Background: an optimization exercise with open tools, aiming at small area, a short achievable clock period and few clock cycles per item. Do not read the settings as production practice. At most, simulation tests tie the RTL to the original design; equivalence was not proved.

==> flow/design.v <==
`timescale 1ns/1ps
module average #(
    parameter NOF_BITS = 32,
    parameter WIDTH = 32
) (
    input  wire                     clk,
    input  wire                     rst_n,
    input  wire                     start,
    input  wire                     data_first,
    input  wire                     data_last,
    input  wire [NOF_BITS-1:0]      data_in,
    output wire [NOF_BITS:0]        data_out,
    output reg                      busy,
    output reg                      TO,
    output reg                      done
);
    reg        wt, dv;
    reg [5:0]  c;           
    reg [16:0] cnt;         
    reg [7:0]  n3;          
    reg [33:0] q;           
    reg [15:0] r;           
    wire fast = (cnt[16:6] == 11'd0);
    wire [7:0] t  = {r[5:0], q[33:32]};
    wire [8:0] d1 = {1'b0, t} - {3'b0, cnt[5:0]};
    wire [8:0] d2 = {1'b0, t} - {2'b0, cnt[5:0], 1'b0};
    wire [8:0] d3 = {1'b0, t} - {1'b0, n3};
    wire ge1 = !d1[8];
    wire ge2 = !d2[8];
    wire ge3 = !d3[8];
    wire [5:0] fr = ge3 ? d3[5:0] : ge2 ? d2[5:0] : ge1 ? d1[5:0] : t[5:0];
    wire [1:0] fd = {ge2, ge3 | (ge1 & !ge2)};
    wire [16:0] st = {r, q[33]};
    wire [17:0] sd = {1'b0, st} - {1'b0, cnt};
    wire        sge = !sd[17];
    wire [15:0] sr = sge ? sd[15:0] : st[15:0];
    wire [32:0] acc = (q[32:0] & {33{busy}}) + {1'b0, data_in};
    wire [5:0] load = (!busy || (fast && cnt[5:0] != 6'd63)) ? 6'd16 : 6'd33;
    always @(posedge clk) begin
        if (dv) begin
            q <= fast ? {q[31:0], fd} : {q[32:0], sge};
            r <= fast ? {sr[15:6], fr} : sr;
        end else begin
            q <= {1'b0, acc};
            r <= 16'd0;
        end
        if (!busy) begin
            cnt <= 17'd1;
            n3  <= 8'd3;
        end else if (!dv) begin
            cnt <= cnt + 17'd1;
            n3  <= n3 + 8'd3;
        end
        if (wt) begin
            if (data_first) c <= load;
            else            c <= c + 6'd1;
        end else if (busy) begin
            if (dv) c <= c - 6'd1;
            else    c <= load;
        end else begin
            c <= 6'd0;
        end
    end
    always @(posedge clk or negedge rst_n) begin
        if (!rst_n) begin
            wt   <= 1'b0;
            busy <= 1'b0;
            dv   <= 1'b0;
            TO   <= 1'b0;
            done <= 1'b0;
        end else begin
            TO   <= 1'b0;
            done <= 1'b0;
            if (wt) begin
                if (c == 6'd11) begin
                    wt <= 1'b0;
                    TO <= 1'b1;
                end else if (data_first && c < 6'd10) begin
                    wt   <= 1'b0;
                    busy <= 1'b1;
                    dv   <= data_last;
                end
            end else if (busy) begin
                if (dv) begin
                    if (c == 6'd0) begin
                        busy <= 1'b0;
                        dv   <= 1'b0;
                        done <= 1'b1;
                    end
                end else if (data_last) begin
                    dv <= 1'b1;
                end
            end else if (start) begin
                wt <= 1'b1;
            end
        end
    end
    assign data_out = q[32:0];
endmodule
Settings: LEC_CHECK=0, CAP_MARGIN=20, CORE_MARGIN=2, CORE_UTILIZATION=60, SETUP_SLACK_MARGIN=5, SLEW_MARGIN=20; clock period 8.0 ns.
run.sh (not shown) runs the stock make flow with config.mk's settings and CLKGATE_MAP_FILE= SYNTH_SCRIPT=/design/flow/synth_recipe.tcl, a recipe that flattens the netlist after the stock synthesis.
Next try:
--- a/flow/design.v
+++ b/flow/design.v
@@ -13,10 +13,11 @@
     output reg                      busy,
     output reg                      TO,
     output reg                      done
 );
-    reg        wt, dv;
+    reg        wt, dv, fst, lst;
     reg [5:0]  c;           
+    reg [31:0] din;         
     reg [16:0] cnt;         
     reg [7:0]  n3;          
     reg [33:0] q;           
     reg [15:0] r;           
@@ -33,62 +34,61 @@
     wire [16:0] st = {r, q[33]};
     wire [17:0] sd = {1'b0, st} - {1'b0, cnt};
     wire        sge = !sd[17];
     wire [15:0] sr = sge ? sd[15:0] : st[15:0];
-    wire [32:0] acc = (q[32:0] & {33{busy}}) + {1'b0, data_in};
-    wire [5:0] load = (!busy || (fast && cnt[5:0] != 6'd63)) ? 6'd16 : 6'd33;
+    wire [32:0] acc = (q[32:0] & {33{!fst}}) + {1'b0, din};
+    wire [5:0] load = (fst || (fast && cnt[5:0] != 6'd63)) ? 6'd47 : 6'd30;
     always @(posedge clk) begin
+        din <= data_in;
         if (dv) begin
             q <= fast ? {q[31:0], fd} : {q[32:0], sge};
             r <= fast ? {sr[15:6], fr} : sr;
         end else begin
             q <= {1'b0, acc};
             r <= 16'd0;
         end
-        if (!busy) begin
+        if (fst) begin
             cnt <= 17'd1;
             n3  <= 8'd3;
         end else if (!dv) begin
             cnt <= cnt + 17'd1;
             n3  <= n3 + 8'd3;
         end
-        if (wt) begin
-            if (data_first) c <= load;
-            else            c <= c + 6'd1;
-        end else if (busy) begin
-            if (dv) c <= c - 6'd1;
-            else    c <= load;
-        end else begin
-            c <= 6'd0;
-        end
+        if (wt || dv) c <= c + 6'd1;
+        else if (busy) c <= load;
+        else c <= 6'd0;
     end
     always @(posedge clk or negedge rst_n) begin
         if (!rst_n) begin
             wt   <= 1'b0;
             busy <= 1'b0;
             dv   <= 1'b0;
+            fst  <= 1'b0;
+            lst  <= 1'b0;
             TO   <= 1'b0;
             done <= 1'b0;
         end else begin
             TO   <= 1'b0;
             done <= 1'b0;
+            fst  <= 1'b0;
+            lst  <= data_last;
             if (wt) begin
                 if (c == 6'd11) begin
                     wt <= 1'b0;
                     TO <= 1'b1;
                 end else if (data_first && c < 6'd10) begin
                     wt   <= 1'b0;
                     busy <= 1'b1;
-                    dv   <= data_last;
+                    fst  <= 1'b1;
                 end
             end else if (busy) begin
                 if (dv) begin
-                    if (c == 6'd0) begin
+                    if (c == 6'd63) begin
                         busy <= 1'b0;
                         dv   <= 1'b0;
                         done <= 1'b1;
                     end
-                end else if (data_last) begin
+                end else if (lst) begin
                     dv <= 1'b1;
                 end
             end else if (start) begin
                 wt <= 1'b1;
Effect: Cell area goes up by 4.6%. Via count goes up by 5.2%. Fmax goes up by 25%. Clock skew is about the same. Wire length goes down by 3.1%. Core utilization goes down by 7.1 points. Global-route usage goes down by 2.8 points. Worst setup slack improves by 750 ps. Critical path depth goes down by 11. Clock-buffer cell count goes up by 12. Hold slack degrades by 40 ps.
Function was not checked in any run of this note: the RTL went through the layout flow alone.

========
old:
Another version of the RTL of average (not shown whole).
For scale: ~73 I/O pins, about 0.0069 sq mm of cells after synthesis.
==> module average, before the edit <==
module average #(
    parameter NOF_BITS = 32,
    parameter WIDTH = 32
) (
    input  wire                     clk,
    input  wire                     rst_n,
    input  wire                     start,
    input  wire                     data_first,
    input  wire                     data_last,
    input  wire [NOF_BITS-1:0]      data_in,
    output wire [NOF_BITS:0]        data_out,
    output reg                      busy,
    output reg                      TO,
    output reg                      done
);
    reg        wt, dv, lst;
    reg [5:0]  c;           
    reg [31:0] din;         
    reg [16:0] cnt;         
    reg [7:0]  n3;          
    reg [32:0] q;           
    reg [15:0] r;           
    wire fast = (cnt[16:6] == 11'd0);
    wire [5:0] r0 = {r[5:1], r[0] | q[32]};    
    wire [7:0] t  = {r0, q[31:30]};
    wire [7:0] d1, d2, d3;
    wire ge1, ge2, ge3;
    pfx_add #(8) u_d1 (.a(t), .b(~{2'b0, cnt[5:0]}),       .ci(1'b1), .s(d1), .co(ge1));
    pfx_add #(8) u_d2 (.a(t), .b(~{1'b0, cnt[5:0], 1'b0}), .ci(1'b1), .s(d2), .co(ge2));
    pfx_add #(8) u_d3 (.a(t), .b(~n3),                     .ci(1'b1), .s(d3), .co(ge3));
    wire [5:0] fr = ge3 ? d3[5:0] : ge2 ? d2[5:0] : ge1 ? d1[5:0] : t[5:0];
    wire [1:0] fd = {ge2, ge3 | (ge1 & !ge2)};
    wire [16:0] st = {r[15:1], r0[0], q[31]};
    wire [16:0] sd;
    wire        sge;
    pfx_add #(17) u_sd (.a(st), .b(~cnt), .ci(1'b1), .s(sd), .co(sge));
    wire [15:0] sr = sge ? sd[15:0] : st[15:0];
    wire [32:0] acc;
    pfx_add #(33) u_acc (.a(q), .b({1'b0, din}), .ci(1'b0), .s(acc), .co());
    wire [5:0] load = (fast && cnt[5:0] != 6'd63) ? 6'd48 : 6'd32;
    wire       one  = fast && cnt[5:0] == 6'd0;    
    always @(posedge clk) begin
        din <= data_in;
        if (dv) begin
            q <= fast ? {1'b0, q[29:0], fd} : {1'b0, q[30:0], sge};
            r <= fast ? {sr[15:6], fr} : sr;
        end else if (busy) begin
            q <= acc;
            r <= 16'd0;
        end else begin
            q <= 33'd0;    
            r <= 16'd0;
        end
        if (!busy) begin
            cnt <= 17'd0;
            n3  <= 8'd0;
        end else if (!dv) begin
            cnt <= cnt + 17'd1;
            n3  <= n3 + 8'd3;
        end
        if (wt || dv) c <= c + 6'd1;
        else if (busy) c <= load;
        else c <= 6'd0;
    end
    always @(posedge clk or negedge rst_n) begin
        if (!rst_n) begin
            wt   <= 1'b0;
            busy <= 1'b0;
            dv   <= 1'b0;
            lst  <= 1'b0;
            TO   <= 1'b0;
            done <= 1'b0;
        end else begin
            TO   <= 1'b0;
            done <= 1'b0;
            lst  <= data_last;
            if (wt) begin
                if (c == 6'd11) begin
                    wt <= 1'b0;
                    TO <= 1'b1;
                end else if (data_first && c < 6'd10) begin
                    wt   <= 1'b0;
                    busy <= 1'b1;
                end
            end else if (busy) begin
                if (dv) begin
                    if (c == 6'd63) begin
                        busy <= 1'b0;
                        dv   <= 1'b0;
                        done <= 1'b1;
                    end
                end else if (lst) begin
                    if (one) begin
                        busy <= 1'b0;
                        done <= 1'b1;
                    end else begin
                        dv <= 1'b1;
                    end
                end
            end else if (start) begin
                wt <= 1'b1;
            end
        end
    end
    assign data_out = q[32:0];
endmodule
clock: 8.0 ns
lec_check: 0
cap_margin: 20
core_margin: 2
core_utilization: 60
cts_buf_list: sky130_fd_sc_hd__clkbuf_4 sky130_fd_sc_hd__clkbuf_8
cts_cluster_size: 30
setup_slack_margin: 5
slew_margin: 20
standard.sh (not shown) runs the stock make flow with config.mk's settings and CLKGATE_MAP_FILE= SYNTH_SCRIPT=/design/flow/synth_recipe.tcl, a recipe that flattens the netlist after the stock synthesis.
==> flow/flow/run.sh <==
#!/bin/bash
set -euo pipefail
bash standard.sh SETUP_SLACK_MARGIN=5.3 "BUFFER_PORTS_ARGS=-buffer_cell sky130_fd_sc_hd__buf_1" finish > make_finish.log 2>&1
Testbench counts of old, summed over its fixed seeds: cycles 27,663, items 800.
Edits applied to the flow inputs when going from old to new:
--- a/flow/design.v
+++ b/flow/design.v
@@ -19,9 +19,9 @@
     reg [31:0] din;         
     reg [16:0] cnt;         
     reg [7:0]  n3;          
     reg [32:0] q;           
-    reg [15:0] r;           
+    wire [15:0] r = din[15:0];
     wire fast = (cnt[16:6] == 11'd0);
     wire [5:0] r0 = {r[5:1], r[0] | q[32]};    
     wire [7:0] t  = {r0, q[31:30]};
     wire [7:0] d1, d2, d3;
@@ -40,18 +40,18 @@
     pfx_add #(33) u_acc (.a(q), .b({1'b0, din}), .ci(1'b0), .s(acc), .co());
     wire [5:0] load = (fast && cnt[5:0] != 6'd63) ? 6'd48 : 6'd32;
     wire       one  = fast && cnt[5:0] == 6'd0;    
     always @(posedge clk) begin
-        din <= data_in;
+        din[31:16] <= data_in[31:16];
         if (dv) begin
             q <= fast ? {1'b0, q[29:0], fd} : {1'b0, q[30:0], sge};
-            r <= fast ? {sr[15:6], fr} : sr;
+            din[15:0] <= fast ? {sr[15:6], fr} : sr;
         end else if (busy) begin
             q <= acc;
-            r <= 16'd0;
+            din[15:0] <= lst ? 16'd0 : data_in[15:0];    
         end else begin
             q <= 33'd0;    
-            r <= 16'd0;
+            din[15:0] <= data_in[15:0];
         end
         if (!busy) begin
             cnt <= 17'd0;
             n3  <= 8'd0;
## What came out
Higher signed area change from the synthesized netlist to the final layout goes to new over old. Compared with old, number of nets in the final layout in new decreased slightly. The per-cell routed wire length reported for new is greater than that of old by about 11%. Via count is lower on old. The lower adder-cell area share of the yosys netlist of new and old is in old. Per the comparison of new with old, number of non-clock inverters in the layout increased about 7%; layout buffer count excluding clock buffers increased 15; number of filler cells placed in the layout decreased about 2.2%; first-pass detailed-route iteration total increased 1.
Testbench counts of new, summed over its fixed seeds: cycles 27,663, items 800.

========
== run a ==
Another version of the RTL of average (not shown whole).
Size: about 120 flip-flops, about 73 I/O pins, about 0.0068 mm² of cells after synthesis.
==> module average, before the edit <==
module average #(
    parameter NOF_BITS = 32,
    parameter WIDTH = 32
) (
    input  wire                     clk,
    input  wire                     rst_n,
    input  wire                     start,
    input  wire                     data_first,
    input  wire                     data_last,
    input  wire [NOF_BITS-1:0]      data_in,
    output wire [NOF_BITS:0]        data_out,
    output reg                      busy,
    output reg                      TO,
    output reg                      done
);
    reg        wt, dv, lst;
    reg [5:0]  c;           
    reg [31:0] din;         
    reg [16:0] cnt;         
    reg [7:0]  n3;          
    reg [32:0] q;           
    reg [15:0] r;           
    wire fast = (cnt[16:6] == 11'd0);
    wire [7:0] t  = {r[5:0], q[31:30]};
    wire [7:0] d1, d2, d3;
    wire ge1, ge2, ge3;
    pfx_add #(8) u_d1 (.a(t), .b(~{2'b0, cnt[5:0]}),       .ci(1'b1), .s(d1), .co(ge1));
    pfx_add #(8) u_d2 (.a(t), .b(~{1'b0, cnt[5:0], 1'b0}), .ci(1'b1), .s(d2), .co(ge2));
    pfx_add #(8) u_d3 (.a(t), .b(~n3),                     .ci(1'b1), .s(d3), .co(ge3));
    wire [5:0] fr = ge3 ? d3[5:0] : ge2 ? d2[5:0] : ge1 ? d1[5:0] : t[5:0];
    wire [1:0] fd = {ge2, ge3 | (ge1 & !ge2)};
    wire [16:0] st = {r, q[31]};
    wire [16:0] sd;
    wire        sge;
    pfx_add #(17) u_sd (.a(st), .b(~cnt), .ci(1'b1), .s(sd), .co(sge));
    wire [15:0] sr = sge ? sd[15:0] : st[15:0];
    wire [32:0] acc;
    pfx_add #(33) u_acc (.a(q), .b({1'b0, din}), .ci(1'b0), .s(acc), .co());
    wire [5:0] load = (fast && cnt[5:0] != 6'd63) ? 6'd48 : 6'd32;
    wire       one  = fast && cnt[5:0] == 6'd0;    
    always @(posedge clk) begin
        din <= data_in;
        if (dv) begin
            q <= fast ? {1'b0, q[29:0], fd} : {1'b0, q[30:0], sge};
            r <= fast ? {sr[15:6], fr} : sr;
        end else if (busy) begin
            q <= acc;
            r <= {15'd0, acc[32]};
        end else begin
            q <= 33'd0;    
            r <= 16'd0;
        end
        if (!busy) begin
            cnt <= 17'd0;
            n3  <= 8'd0;
        end else if (!dv) begin
            cnt <= cnt + 17'd1;
            n3  <= n3 + 8'd3;
        end
        if (wt || dv) c <= c + 6'd1;
        else if (busy) c <= load;
        else c <= 6'd0;
    end
    always @(posedge clk or negedge rst_n) begin
        if (!rst_n) begin
            wt   <= 1'b0;
            busy <= 1'b0;
            dv   <= 1'b0;
            lst  <= 1'b0;
            TO   <= 1'b0;
            done <= 1'b0;
        end else begin
            TO   <= 1'b0;
            done <= 1'b0;
            lst  <= data_last;
            if (wt) begin
                if (c == 6'd11) begin
                    wt <= 1'b0;
                    TO <= 1'b1;
                end else if (data_first && c < 6'd10) begin
                    wt   <= 1'b0;
                    busy <= 1'b1;
                end
            end else if (busy) begin
                if (dv) begin
                    if (c == 6'd63) begin
                        busy <= 1'b0;
                        dv   <= 1'b0;
                        done <= 1'b1;
                    end
                end else if (lst) begin
                    if (one) begin
                        busy <= 1'b0;
                        done <= 1'b1;
                    end else begin
                        dv <= 1'b1;
                    end
                end
            end else if (start) begin
                wt <= 1'b1;
            end
        end
    end
    assign data_out = q[32:0];
endmodule
==> module pfx_add, before the edit <==
module pfx_add #(
    parameter W = 8
) (
    input  wire [W-1:0] a,
    input  wire [W-1:0] b,
    input  wire         ci,
    output wire [W-1:0] s,
    output wire         co
);
    localparam L = $clog2(W + 1);
    reg [W:0] g, p, gn, pn;
    integer i, k;
    always @(*) begin
        g = {a & b, ci};
        p = {a ^ b, 1'b0};
        for (k = 0; k < L; k = k + 1) begin
            gn = g;
            pn = p;
            for (i = 0; i <= W; i = i + 1)
                if ((i >> k) & 1) begin
                    gn[i] = g[i] | (p[i] & g[((i >> k) << k) - 1]);
                    pn[i] = p[i] & p[((i >> k) << k) - 1];
                end
            g = gn;
            p = pn;
        end
    end
    assign s  = a ^ b ^ g[W-1:0];
    assign co = g[W];
endmodule
Settings: LEC_CHECK=0, CAP_MARGIN=20, CORE_MARGIN=2, CORE_UTILIZATION=60, SETUP_SLACK_MARGIN=5, SLEW_MARGIN=20; clock period 8.0 ns.
run.sh (not shown) runs the stock make flow with config.mk's settings and CLKGATE_MAP_FILE= SYNTH_SCRIPT=/design/flow/synth_recipe.tcl, a recipe that flattens the netlist after the stock synthesis.
Stock flow here: none of the scripts above is used.
#### Input delta (run b over run a)
==> flow/design.v, changed modules only <==
module average #(
    parameter NOF_BITS = 32,
    parameter WIDTH = 32
) (
    input  wire                     clk,
    input  wire                     rst_n,
    input  wire                     start,
    input  wire                     data_first,
    input  wire                     data_last,
    input  wire [NOF_BITS-1:0]      data_in,
    output wire [NOF_BITS:0]        data_out,
    output reg                      busy,
    output reg                      TO,
    output reg                      done
);
    reg        wt, dv, lst;
    reg [5:0]  c;           
    reg [31:0] din;         
    reg [16:0] cnt;         
    reg [7:0]  n3;          
    reg [32:0] q;           
    reg [15:0] r;           
    wire fast = (cnt[16:6] == 11'd0);
    wire [5:0] r0 = {r[5:1], r[0] | q[32]};    
    wire [7:0] t  = {r0, q[31:30]};
    wire [7:0] d1, d2, d3;
    wire ge1, ge2, ge3;
    pfx_add #(8) u_d1 (.a(t), .b(~{2'b0, cnt[5:0]}),       .ci(1'b1), .s(d1), .co(ge1));
    pfx_add #(8) u_d2 (.a(t), .b(~{1'b0, cnt[5:0], 1'b0}), .ci(1'b1), .s(d2), .co(ge2));
    pfx_add #(8) u_d3 (.a(t), .b(~n3),                     .ci(1'b1), .s(d3), .co(ge3));
    wire [5:0] fr = ge3 ? d3[5:0] : ge2 ? d2[5:0] : ge1 ? d1[5:0] : t[5:0];
    wire [1:0] fd = {ge2, ge3 | (ge1 & !ge2)};
    wire [16:0] st = {r[15:1], r0[0], q[31]};
    wire [16:0] sd;
    wire        sge;
    pfx_add #(17) u_sd (.a(st), .b(~cnt), .ci(1'b1), .s(sd), .co(sge));
    wire [15:0] sr = sge ? sd[15:0] : st[15:0];
    wire [32:0] acc;
    pfx_add #(33) u_acc (.a(q), .b({1'b0, din}), .ci(1'b0), .s(acc), .co());
    wire [5:0] load = (fast && cnt[5:0] != 6'd63) ? 6'd48 : 6'd32;
    wire       one  = fast && cnt[5:0] == 6'd0;    
    always @(posedge clk) begin
        din <= data_in;
        if (dv) begin
            q <= fast ? {1'b0, q[29:0], fd} : {1'b0, q[30:0], sge};
            r <= fast ? {sr[15:6], fr} : sr;
        end else if (busy) begin
            q <= acc;
            r <= 16'd0;
        end else begin
            q <= 33'd0;    
            r <= 16'd0;
        end
        if (!busy) begin
            cnt <= 17'd0;
            n3  <= 8'd0;
        end else if (!dv) begin
            cnt <= cnt + 17'd1;
            n3  <= n3 + 8'd3;
        end
        if (wt || dv) c <= c + 6'd1;
        else if (busy) c <= load;
        else c <= 6'd0;
    end
    always @(posedge clk or negedge rst_n) begin
        if (!rst_n) begin
            wt   <= 1'b0;
            busy <= 1'b0;
            dv   <= 1'b0;
            lst  <= 1'b0;
            TO   <= 1'b0;
            done <= 1'b0;
        end else begin
            TO   <= 1'b0;
            done <= 1'b0;
            lst  <= data_last;
            if (wt) begin
                if (c == 6'd11) begin
                    wt <= 1'b0;
                    TO <= 1'b1;
                end else if (data_first && c < 6'd10) begin
                    wt   <= 1'b0;
                    busy <= 1'b1;
                end
            end else if (busy) begin
                if (dv) begin
                    if (c == 6'd63) begin
                        busy <= 1'b0;
                        dv   <= 1'b0;
                        done <= 1'b1;
                    end
                end else if (lst) begin
                    if (one) begin
                        busy <= 1'b0;
                        done <= 1'b1;
                    end else begin
                        dv <= 1'b1;
                    end
                end
            end else if (start) begin
                wt <= 1'b1;
            end
        end
    end
    assign data_out = q[32:0];
endmodule
module pfx_add #(
    parameter W = 8
) (
    input  wire [W-1:0] a,
    input  wire [W-1:0] b,
    input  wire         ci,
    output wire [W-1:0] s,
    output wire         co
);
    localparam L = $clog2(W + 1);
    reg [W:0] g0, p0, g, p, gn, pn;
    integer i, k;
    always @(*) begin
        g0 = {a & b, ci};
        p0 = {a ^ b, 1'b0};
        g = g0;
        p = p0;
        for (k = 0; k < L; k = k + 1) begin
            gn = g;
            pn = p;
            for (i = 0; i <= W; i = i + 1)
                if ((i >> k) & 1) begin
                    if (k > 0 && i == (1 << k))
                        gn[i] = (g0[i] | (p0[i] & g0[i-1])) | (p0[i] & p0[i-1] & g[i-2]);
                    else
                        gn[i] = g[i] | (p[i] & g[((i >> k) << k) - 1]);
                    pn[i] = p[i] & p[((i >> k) << k) - 1];
                end
            g = gn;
            p = pn;
        end
    end
    assign s  = a ^ b ^ g[W-1:0];
    assign co = g[W];
endmodule
Notes after the runs:
Delta (run b minus run a): register area share after synthesis lower, die outline height shows an increase of about 0.5%, sequential share of layout area neither gained nor lost much, footprint of the flip-flops and latches ~0 delta. Taking run a as the reference, in run b count of inserted tapcells saw an increase, number of cells in the finished layout apart from fillers shows an increase of about 2.4%, non-clock buffer count went down by 4, synthesized instance count went up 3.1%. Initial core utilization on run b is down relative to run a. Startpoint-to-endpoint class of the critical path: reg -> out -> run b, reg -> reg -> run a. Run b finished every stage and its layout cleared the timing, DRC and antenna checks.
Testbench counts of run b, summed over its fixed seeds: cycles 27,663, items 800.
For run a, only the layout was checked, not whether the RTL still works.

## re-timing with driven ports
The results above use ideal ports. As a check the final layouts listed here were re-extracted and re-timed, cells and wires unchanged. Step 1 sets driving cells, clkbuf_16 on the clock port and buf_2 on the other inputs (assumed; they add their load-dependent delay and slew). Step 2 adds t to the input delays and takes it off the output delays; t is the mean of the earliest and latest rising clock arrival at the registers after step 1. Input paths then give back, and output paths get back, about the clock's delay inside the block. Three values: no drivers, after step 1, after step 2; two values: the first two.
run | shift t [ns] | setup WS [ns] | worst setup path at the end
the first run of note 1 | 0.399 | 4.281 / 4.284 / 3.886 | input to register
the second run of note 1 | 0.457 | 5.026 / 4.986 / 5.080 | register to register
old | 0.482 | 5.342 / 5.306 / 5.413 | register to register
new | 0.423 | 5.268 / 5.268 / 5.268 | register to register
run a | 0.458 | 4.916 / 4.916 / 4.916 | register to register
run b | 0.462 | 5.035 / 4.992 / 5.165 | register to register
After both steps setup and hold are still met in every run listed. The setup slack of the first run of note 1, which loses most, moves by +0.003 ns with the drivers and by -0.395 ns with both steps.
